From an optimization exercise on the open Yosys and OpenROAD flow, aimed at small area, a short achievable clock period and few clock cycles per item; shortcuts taken in it are not production practice. The RTL was checked by simulation tests, not by an equivalence proof against the original design. Power figures rest on the tool's default switching activity, not on a simulated workload.

job 9254:
Design argmax16, start of the top module:
module argmax16 #(
  parameter bit REG_MID = 1    
) (
  input  logic         clk,
  input  logic         rstn,        
  input  logic         in_valid,
  input  logic [255:0] in_data,     
  output logic         out_valid,
  output logic [3:0]   out_idx
);
==> flow/config.mk <==
export PLATFORM = sky130hd
export DESIGN_NAME = argmax16
export DESIGN_NICKNAME = argmax16
export VERILOG_FILES = /design/flow/design.v
export SDC_FILE = /design/flow/constraint.sdc
export NUM_CORES = 4
export LEC_CHECK = 0
export CAP_MARGIN = 20
export CORE_MARGIN = 2
export CORE_UTILIZATION = 40
export SETUP_SLACK_MARGIN = 4
export SLEW_MARGIN = 20
==> flow/constraint.sdc <==
create_clock -name core_clock -period 8.5 [get_ports {clk}]
set_input_delay 1.7000 -clock core_clock [delete_from_list [all_inputs] [get_ports {clk}]]
set_output_delay 1.7000 -clock core_clock [all_outputs]
set_load 0.01 [all_outputs]
standard.sh (not shown) runs the stock make flow with config.mk's settings and CLKGATE_MAP_FILE= SYNTH_SCRIPT=/design/flow/synth_recipe.tcl, a recipe that flattens the netlist after the stock synthesis.
==> flow/flow/run.sh <==
#!/bin/bash
# Standard ORFS layout, with the port buffers made of sky130 buf cells
# instead of the delay buffer buffer_ports picks by default.
set -e
export BUFFER_PORTS_ARGS="-buffer_cell sky130_fd_sc_hd__buf_2"
bash standard.sh > standard.log 2>&1
Job 9254 was carried through to the last stage, and its layout satisfied the timing, design-rule and antenna checks.
Testbench counts of job 9254, summed over its fixed seeds: cycles 8,200, items 8,192.
#### Input delta (job 2045 over job 9254)
Settings: CTS_BUF_LIST newly set to sky130_fd_sc_hd__clkbuf_4 sky130_fd_sc_hd__clkbuf_8; CORE_UTILIZATION changed from 40 to 55.
--- a/flow/flow/run.sh
+++ b/flow/flow/run.sh
@@ -5 +5 @@
-export BUFFER_PORTS_ARGS="-buffer_cell sky130_fd_sc_hd__buf_2"
+export BUFFER_PORTS_ARGS="-buffer_cell sky130_fd_sc_hd__buf_1"
In job 2045 the hold slack turned out 19 ps lower than in job 9254.
Note that the cell-internal power recorded for job 9254 amounts to 1.10 times the value seen in job 2045.
When job 2045 is measured against job 9254, its sequential fraction of total cell area turns out 0.45 points higher.
Job 2045 against job 9254: number of resized instances in the post-cts repair step down 15; wire length lost 2700 um.
Taking job 9254 as the reference, in job 2045 setup slack of the critical path after layout lower, global-route usage up 8.2 points.
Compared with job 9254, in job 2045 final core area utilization now larger, number of placed instances, taps included now smaller, final cell count saw a decrease.
Combinational power ends up lower on job 2045.
## Diff of input files: job 9561 against job 2045
Settings: a change of SETUP_SLACK_MARGIN from 4 to 5; a change of CORE_UTILIZATION from 55 to 40; a deleted CTS_BUF_LIST that had been sky130_fd_sc_hd__clkbuf_4 sky130_fd_sc_hd__clkbuf_8.
--- a/flow/flow/run.sh
+++ b/flow/flow/run.sh
@@ -5 +5 @@
-export BUFFER_PORTS_ARGS="-buffer_cell sky130_fd_sc_hd__buf_1"
+export BUFFER_PORTS_ARGS="-buffer_cell sky130_fd_sc_hd__buf_2"
## What came out
Having completed the whole flow, job 9561 delivered a layout that passed the timing, design-rule and antenna checks. Number of signal-net buffers in the layout (job 9561 vs. job 2045) increases by more than a quarter. Summary: with job 2045 as the reference, power consumption in job 9561 moved up by more than 10%. Going from job 2045 to job 9561, total routed wirelength grows by about 20%. Share of cells above drive strength 1 (job 9561 over job 2045): increase, 34 points.
The inputs of job 3636 differ from those of job 9561 as listed below.
Settings: swapping 5 for 3.5 in SETUP_SLACK_MARGIN.
--- a/flow/flow/run.sh
+++ b/flow/flow/run.sh
@@ -5 +5 @@
-export BUFFER_PORTS_ARGS="-buffer_cell sky130_fd_sc_hd__buf_2"
+export BUFFER_PORTS_ARGS="-buffer_cell sky130_fd_sc_hd__buf_1"
### Flow results
Status: flip-flop and latch count parity (job 3636, job 9561)
Compared with job 9561, in job 3636 number of gates resized after cts -316; post-layout instance count excluding filler cells -4.8%.
[inputs] job 5067 vs job 3636
Settings: changing SETUP_SLACK_MARGIN from 3.5 to 5.
Notes after the runs:
In the final reports, the cell area of job 5067 is larger than that of job 3636. [job 5067] internal power component rose 0.19 mW relative to job 3636. Compare job 3636 and job 5067 | fmax lower: job 3636. Leakage power summed over all cells (job 5067 vs. job 3636) increases by more than a quarter. Sort job 3636 and job 5067 by global-route wire length before repair asc -> top: job 3636. As far as worst hold slack is concerned, job 5067 and job 3636 perform about the same. Across both runs, post-CTS setup-driven buffer insertion count was higher for job 5067 than for job 3636. Compared with job 3636, job 5067 shows a higher footprint of the multi-input gates. Diff job 5067..job 3636 | complex-gate fraction of the synthesized area | unchanged. Of job 3636 and job 5067, job 3636 shows the lower aggregate routed wire length, with job 5067 above it.

* * *

== run 1 ==
The RTL this note starts from:
==> flow/design.v <==
module comparator #(
  parameter int DW = 16,
  parameter int HB = 3
) (
  input  logic [3:0][DW-1:0]  val,
  output logic [3:0]          win,
  output logic [HB-1:0]       o_high,
  output logic [DW-HB-1:0]    o_low
);
  localparam int LB = DW - HB;
  function automatic logic greater(input logic [LB-1:0] a, input logic [LB-1:0] b);
    logic c;
    c = 1'b0;
    for (int k = 0; k < LB; k++) c = (a[k] & ~b[k]) | ((a[k] | ~b[k]) & c);
    greater = c;
  endfunction
  logic [3:0]      cand;         
  logic [3:0]      bits;
  logic [3:0][3:0] beats;        
  always_comb begin
    cand = 4'b1111;
    for (int k = HB - 1; k >= 0; k--) begin
      for (int i = 0; i < 4; i++) bits[i] = val[i][LB + k];
      o_high[k] = |(cand & bits);
      cand = cand & (bits | {4{~o_high[k]}});
    end
  end
  always_comb begin
    beats = '0;
    for (int i = 0; i < 4; i++)
      for (int j = i + 1; j < 4; j++) begin
        beats[i][j] = greater(val[i][LB-1:0], val[j][LB-1:0]);
        beats[j][i] = ~beats[i][j];
      end
    for (int i = 0; i < 4; i++) begin
      win[i] = cand[i];
      for (int j = 0; j < 4; j++)
        if (j != i) win[i] = win[i] & (~cand[j] | beats[i][j]);
    end
  end
  always_comb begin
    o_low = '0;
    for (int i = 0; i < 4; i++) o_low |= {LB{win[i]}} & val[i][LB-1:0];
  end
endmodule
module argmax4_flat #(
  parameter int DW = 13
) (
  input  logic [3:0][DW-1:0] val,
  input  logic [3:0]         flag,
  output logic [3:0]         win
);
  function automatic logic greater(input logic [DW-1:0] a, input logic [DW-1:0] b);
    logic c;
    c = 1'b0;
    for (int k = 0; k < DW; k++) c = (a[k] & ~b[k]) | ((a[k] | ~b[k]) & c);
    greater = c;
  endfunction
  logic [3:0][3:0] beats;        
  always_comb begin
    beats = '0;
    for (int i = 0; i < 4; i++)
      for (int j = i + 1; j < 4; j++) begin
        beats[i][j] = greater(val[i], val[j]);
        beats[j][i] = ~beats[i][j];
      end
    for (int i = 0; i < 4; i++) begin
      win[i] = flag[i];
      for (int j = 0; j < 4; j++)
        if (j != i) win[i] = win[i] & (~flag[j] | beats[i][j]);
    end
  end
endmodule
module argmax16 #(
  parameter int HB = 3      
) (
  input  logic         clk,
  input  logic         rstn,        
  input  logic         in_valid,
  input  logic [255:0] in_data,     
  output logic         out_valid,
  output logic [3:0]   out_idx
);
  localparam int LB = 16 - HB;
  logic                valid_q;
  logic [3:0][HB-1:0]  ghigh;             
  logic [3:0][LB-1:0]  glow, glow_q;      
  logic [3:0][3:0]     gwin;              
  logic [3:0][1:0]     gidx, gidx_q;      
  logic [3:0]          gflag, gflag_q;    
  logic [3:0]          hbits;
  logic                hany;
  logic [3:0]          win;               
  logic [3:0]          idx_c;
  always_ff @(posedge clk or negedge rstn) begin
    if (!rstn) begin
      valid_q   <= 1'b0;
      out_valid <= 1'b0;
    end else begin
      valid_q   <= in_valid;
      out_valid <= valid_q;
    end
  end
  for (genvar g = 0; g < 4; g++) begin : g_grp
    comparator #(.DW(16), .HB(HB)) u_grp (
      .val    (in_data[64*g +: 64]),
      .win    (gwin[g]),
      .o_high (ghigh[g]),
      .o_low  (glow[g])
    );
    assign gidx[g][1] = gwin[g][3] | gwin[g][2];
    assign gidx[g][0] = gwin[g][3] | gwin[g][1];
  end
  always_comb begin
    gflag = 4'b1111;
    for (int k = HB - 1; k >= 0; k--) begin
      for (int g = 0; g < 4; g++) hbits[g] = ghigh[g][k];
      hany  = |(gflag & hbits);
      gflag = gflag & (hbits | {4{~hany}});
    end
  end
  always_ff @(posedge clk) begin
    glow_q  <= glow;
    gidx_q  <= gidx;
    gflag_q <= gflag;
  end
  argmax4_flat #(.DW(LB)) u_top (
    .val  (glow_q),
    .flag (gflag_q),
    .win  (win)
  );
  always_comb begin
    idx_c[3] = win[3] | win[2];
    idx_c[2] = win[3] | win[1];
    idx_c[1:0] = '0;
    for (int g = 0; g < 4; g++) idx_c[1:0] |= {2{win[g]}} & gidx_q[g];
  end
  always_ff @(posedge clk) out_idx <= idx_c;
endmodule
clock: 8.5 ns
lec_check: 0
cap_margin: 20
core_margin: 2
core_utilization: 55
cts_buf_list: sky130_fd_sc_hd__clkbuf_4 sky130_fd_sc_hd__clkbuf_8
place_density: 0.75
setup_slack_margin: 4.3
slew_margin: 20
==> flow/flow/run.sh <==
#!/bin/bash
# Standard ORFS layout, with the port buffers made of sky130 buf cells
# instead of the delay buffer buffer_ports picks by default.
set -e
export BUFFER_PORTS_ARGS="-buffer_cell sky130_fd_sc_hd__buf_1"
bash standard.sh > standard.log 2>&1
Run 1 finished every stage and its layout cleared the timing, design-rule and antenna checks.
Testbench counts of run 1, summed over its fixed seeds: cycles 8,208, items 8,192.
Modified inputs, run 2 compared to run 1
--- a/flow/config.mk
+++ b/flow/config.mk
@@ -10 +10 @@
-export CORE_UTILIZATION = 55
+export CORE_UTILIZATION = 62
@@ -12 +11,0 @@
-export PLACE_DENSITY = 0.75
## What came out
- Against run 1, run 2 comes in 4.8 points higher on total global-route track usage.
- Run 2 reports a higher final worst-path cycle share than run 1 does.
- In run 2, the worst setup margin came out 0.049 ns below the value in run 1.
- Post-route total power shrinks slightly when moving from run 1 to run 2.
Input changes introduced in run 3 (baseline for comparison: run 2):
--- a/flow/config.mk
+++ b/flow/config.mk
@@ -10 +10 @@
-export CORE_UTILIZATION = 62
+export CORE_UTILIZATION = 55
@@ -12 +12 @@
-export SETUP_SLACK_MARGIN = 4.3
+export SETUP_SLACK_MARGIN = 4.6
==> notes.md <==
For run 3, the startpoint of the most critical setup path was in_data[64], unlike run 2, where it was in_data[137].
Delta (run 3 minus run 2): total routed wirelength increased about 4%; final-layout clock buffer total saw a decrease.
Run 3 vs. run 2: number of global-route vias before repair +about 1.1%; setup slack +0.20 ns; fraction of area in multi-input gates -0.70 points; actual slew at the worst max-slew pin -0.021 ns; multi-input combinational cell count ~0 delta.
When the final numbers for run 2 and run 3 were put side by side, the total power turned out to be greater in run 3.
[compare] base=run 2 new=run 3: first-pass GRT wire length saw an increase, first-pass iteration count of the detailed router went up by 1.

==> re-timing with driven ports <==
Ports are ideal in the flow. The routed layouts listed here were re-timed in OpenROAD.
Step 1 sets driving cells, clkbuf_16 on the clock port and buf_2 on the other inputs (assumed; they add their load-dependent delay and slew).
Step 2 also shifts input and output timing later by t, the mid clock arrival at the registers, as if the neighbouring blocks saw the same clock.
Slacks: ideal ports / drivers / drivers and shift; pairs: ideal ports / drivers.
run | t, ns | slack for setup (ns) | hold WS [ns] | cell pins on the clock port's net
job 9254 | 0.392 | 3.764 / 3.717 / 3.675 | 1.116 / 1.094 / 1.486 | 1
job 2045 | 0.392 | 3.733 / 3.700 / 3.758 | 1.097 / 1.087 / 1.479 | 1
job 9561 | 0.384 | 3.749 / 3.708 / 4.092 | 1.118 / 1.099 / 1.483 | 1
job 3636 | 0.387 | 3.583 / 3.536 / 3.294 | 1.105 / 1.084 / 1.470 | 1
job 5067 | 0.385 | 3.767 / 3.724 / 4.109 | 1.102 / 1.084 / 1.468 | 1
run 1 | 0.401 | 4.316 / 4.333 / 3.932 | 0.373 / 0.373 / 0.373 | 1
run 2 | 0.417 | 4.267 / 4.287 / 3.870 | 0.358 / 0.358 / 0.358 | 1
run 3 | 0.408 | 4.470 / 4.467 / 4.059 | 0.372 / 0.372 / 0.372 | 1
After both steps every run listed still meets setup and hold. The setup slack of run 3, which loses most, moves by -0.003 ns with the drivers and by -0.411 ns with both steps.
